Context: an optimization exercise on an open-source flow, tuned for small area and a short achievable clock period. The choices shown serve that exercise and are no tape-out recipe. Function was checked by simulation only, so behaviour that the tests miss may differ from the original. No driver is modelled on the clock port, so clock power and skew are understated where the tree is cut down; a real chip needs a root buffer or a tree. Power and IR drop assume default switching activity.

job 9670:
## cpu_core
module cpu_core(
	input clk, reset,
	output[15:0] mem_addr,
	output[15:0] mem_wdata,
	output mem_we,
	input[15:0] mem_rdata
	);
For scale: ~2,400 cells after synthesis, about 400 flip-flops, ~20,000 sq um of cells after synthesis.
clock: 10.0 ns
lec_check: 0
abc_area: 1
cap_margin: 20
core_margin: 2
core_utilization: 60
cts_cluster_diameter: 100
cts_cluster_size: 20
slew_margin: 20
standard.sh (not shown) runs the stock make flow with config.mk's settings and CLKGATE_MAP_FILE= SYNTH_SCRIPT=/design/flow/synth_recipe.tcl, a recipe that flattens the netlist after the stock synthesis.
==> flow/flow/run.sh <==
#!/bin/bash
set -euo pipefail
export SETUP_SLACK_MARGIN=7.2
export BUFFER_PORTS_ARGS="-buffer_cell sky130_fd_sc_hd__buf_4"
bash standard.sh > standard.log 2>&1
--- input diff job 9670..job 9437 ---
==> flow/flow/run.sh <==
#!/bin/bash
set -euo pipefail
export SETUP_SLACK_MARGIN=7.1
export BUFFER_PORTS_ARGS="-buffer_cell sky130_fd_sc_hd__buf_4"
export POST_CTS_TCL="$PWD/flow/clock_root.tcl"
bash standard.sh > standard.log 2>&1
==> flow/flow/clock_root.tcl (new file) <==
# Hook run at the end of the CTS step (POST_CTS_TCL). Clock tree synthesis puts
# one root buffer at the clock port, and that buffer only drives the two or
# three buffers of the tree's first level. Those buffers are driven from the
# port directly instead (the port then feeds at most three cell pins), which
# takes one buffer delay off every register's clock arrival alike.
set block [ord::get_db_block]
set clk_net [$block findNet clk]
set port_loads [$clk_net getITerms]
if { [llength $port_loads] == 1 } {
  set root [[lindex $port_loads 0] getInst]
  set master [[$root getMaster] getName]
  set out_net [[$root findITerm X] getNet]
  set loads {}
  foreach it [$out_net getITerms] {
    if { [$it getInst] != $root } { lappend loads $it }
  }
  puts "clock root $master [$root getName] drives [llength $loads] pins"
  if { [string match "sky130_fd_sc_hd__clkbuf_*" $master] && [llength $loads] <= 3 } {
    foreach it $loads {
      $it disconnect
      $it connect $clk_net
    }
    [$root findITerm A] disconnect
    [$root findITerm X] disconnect
    odb::dbInst_destroy $root
    odb::dbNet_destroy $out_net
    puts "clock root buffer removed; the port drives [llength $loads] buffers"
  }
}
Findings:
On combinational-cell power consumption, job 9670 and job 9437 are neck and neck. Job 9437 finished every step from synthesis to the final layout, and the layout passed the timing, DRC and antenna checks. The total wirelength of the detailed-routed design in job 9437 was lower than what job 9670 gave. On areal power density over the cells, job 9437 tracks job 9670 almost exactly. Job 9437 vs job 9670: proportion of layout cells with a drive suffix above 1 down. Job 9437: static power due to leakage 0.83% below job 9670. Job 9670 → job 9437: final critical-path required period has decreased; final design area excluding fillers has decreased; clock-buffer cell count has decreased.
What job 7460 does differently from job 9437 at the input level:
==> flow/flow/run.sh <==
#!/bin/bash
set -euo pipefail
export SETUP_SLACK_MARGIN=7
bash standard.sh > standard.log 2>&1
removed: flow/flow/clock_root.tcl
==> summary.txt <==
Job 7460: flow completed, timing, DRC and antenna clean. When the final numbers for job 7460 and job 9437 were put side by side, the final-stage net count turned out to be smaller in job 7460. Diff job 7460 and job 9437: sequential share of layout area lower in job 9437. Setup WNS job 9437 -> job 7460: worse. Of job 7460 and job 9437, the run reporting the higher total via count after detailed routing was job 9437. Lower utilization among job 7460 and job 9437: job 7460. [compare] base=job 9437 new=job 7460: total wirelength of the detailed-routed design moved down; post-route total power fell by about 1.4%.

== run A ==
Starting RTL as in the previous note.
==> flow/config.mk <==
export PLATFORM = sky130hd
export DESIGN_NAME = cpu_core
export DESIGN_NICKNAME = cpu_core
export VERILOG_FILES = /design/flow/design.v
export SDC_FILE = /design/flow/constraint.sdc
export NUM_CORES = 4
export LEC_CHECK = 0
export ABC_AREA = 1
export CAP_MARGIN = 20
export CORE_MARGIN = 2
export CORE_UTILIZATION = 60
export CTS_CLUSTER_DIAMETER = 100
export CTS_CLUSTER_SIZE = 20
export SLEW_MARGIN = 20
==> flow/constraint.sdc <==
create_clock -name core_clock -period 10.0 [get_ports {clk}]
set_input_delay 2.0000 -clock core_clock [delete_from_list [all_inputs] [get_ports {clk}]]
set_output_delay 2.0000 -clock core_clock [all_outputs]
set_load 0.01 [all_outputs]
==> flow/flow/run.sh <==
#!/bin/bash
set -euo pipefail
export SETUP_SLACK_MARGIN=7.1
export BUFFER_PORTS_ARGS="-buffer_cell sky130_fd_sc_hd__buf_4"
export POST_CTS_TCL="$PWD/flow/clock_root.tcl"
export CTS_ARGS="-sink_clustering_enable -repair_clock_nets -sink_clustering_size 20 -sink_clustering_max_diameter 100 -dont_use_dummy_load"
bash standard.sh > standard.log 2>&1
Other scripts of this flow, unchanged in this note and not shown: flow/flow/clock_root.tcl
Both conditions hold for run A: the flow ran to the end and the final layout passed the timing, DRC and antenna checks.
[inputs] run B vs run A
==> flow/flow/run.sh <==
#!/bin/bash
set -euo pipefail
export SETUP_SLACK_MARGIN=7.1
export BUFFER_PORTS_ARGS="-buffer_cell sky130_fd_sc_hd__buf_4"
export POST_CTS_TCL="$PWD/flow/clock_root.tcl"
bash standard.sh > standard.log 2>&1
==> comparison <==
- Between run B and run A, the switching share of power figures differ only marginally.
- | power attributed to the clock group | lower: run A |
- For combined area of the multi-input logic cells, run A and run B come out practically identical.
- Cell count: run B higher than run A
- Of run B and run A, run A shows the lower final core utilization, with run B above it.
- The standard cells in run B occupy more silicon area than those in run A do.
- Synthesized-area fraction occupied by adder cells delta (run A -> run B): insignificant
- Total power of run B is higher than that of run A.
- As far as pin count of the biggest net entering global routing goes, run B and run A are indistinguishable; the numbers are identical.
- Met3 wirelength from detailed routing (run B vs. run A) increases slightly
- Compared to run A, the routing of run B uses more wire.
> inputs changed (run B -> run C)
--- a/flow/flow/run.sh
+++ b/flow/flow/run.sh
@@ -5,2 +5,3 @@
 export POST_CTS_TCL="$PWD/flow/clock_root.tcl"
+export CTS_ARGS="-sink_clustering_enable -repair_clock_nets -sink_clustering_size 24 -sink_clustering_max_diameter 120 -dont_use_dummy_load"
 bash standard.sh > standard.log 2>&1
### Flow results
Run C ended with every stage complete and zero timing, DRC or antenna violations.
Going from run B to run C, area growth from synthesis to final layout decreased 1.0 points; number of nets in the final layout essentially unchanged; final critical-path required period increased 14 ps.
Run C gives less global-route usage over all layers than run B did.
On ratio of final minimum period to clock period, run B and run C are basically level.
[compare] base=run B new=run C: portion of total power attributed to the clock network now sits lower, multi-input combinational area share rose by 0.32 points, total power decreased about 2.3%, wire length was more or less identical, core occupancy in the finished layout decreased 0.61 points.
### run C -> run D
==> flow/flow/run.sh <==
#!/bin/bash
set -euo pipefail
export SETUP_SLACK_MARGIN=7.25
export BUFFER_PORTS_ARGS="-buffer_cell sky130_fd_sc_hd__buf_4"
export POST_CTS_TCL="$PWD/flow/clock_root.tcl"
bash standard.sh > standard.log 2>&1
### Flow results
Between run C and run D, the flow reports power attributed to the clock group increasing by more than 10%.
When run D is set beside run C, its design internal power turns out to be about 3.5% larger.
Run C -> run D: detailed route wirelength on metal3 flat
The run showing the greater global-route wire length before repair is run D.
NOTE count of placed standard cells in the final layout, fillers left out run C->run D increased slightly
Share of power burned in registers: run D and run C compared, lower one is run D
Re netlist area before placement: no difference whatsoever between run D and run C.
When run D is measured against run C, its combinational share of power turns out 0.3 points lower.

==> what the ideal ports hide <==
Ports are ideal in the flow. The routed layouts listed here were re-timed in OpenROAD. Step 1: set_driving_cell puts a clkbuf_16 on clk and a buf_2 on each other input, an assumption about the parent block. Step 2 also shifts input and output timing later by t, the mid clock arrival at the registers, as if the neighbouring blocks saw the same clock. Three values: no drivers, after step 1, after step 2; two values: the first two.
run	shift t [ns]	setup slack, ns	hold WS [ns]	worst register clock-pin slew, ns
job 9670	0.601	6.938 / 6.881 / 6.918	0.473 / 0.473 / 0.473	0.10 / 0.10
job 9437	0.483	7.059 / 6.988 / 6.975	0.472 / 0.472 / 0.472	0.09 / 0.09
job 7460	0.596	6.929 / 6.873 / 6.414	0.487 / 0.487 / 0.487	0.10 / 0.10
run A	0.448	7.127 / 7.008 / 7.006	0.472 / 0.472 / 0.472	0.09 / 0.09
run B	0.451	7.122 / 7.007 / 6.994	0.472 / 0.472 / 0.472	0.10 / 0.10
run C	0.445	7.108 / 7.019 / 6.858	0.472 / 0.472 / 0.472	0.11 / 0.11
run D	0.451	7.128 / 7.014 / 6.940	0.473 / 0.473 / 0.473	0.10 / 0.10
After both steps setup and hold are still met in every run listed. For job 7460, which loses most, drivers alone change the setup slack by -0.056 ns; drivers and shift together by -0.515 ns.
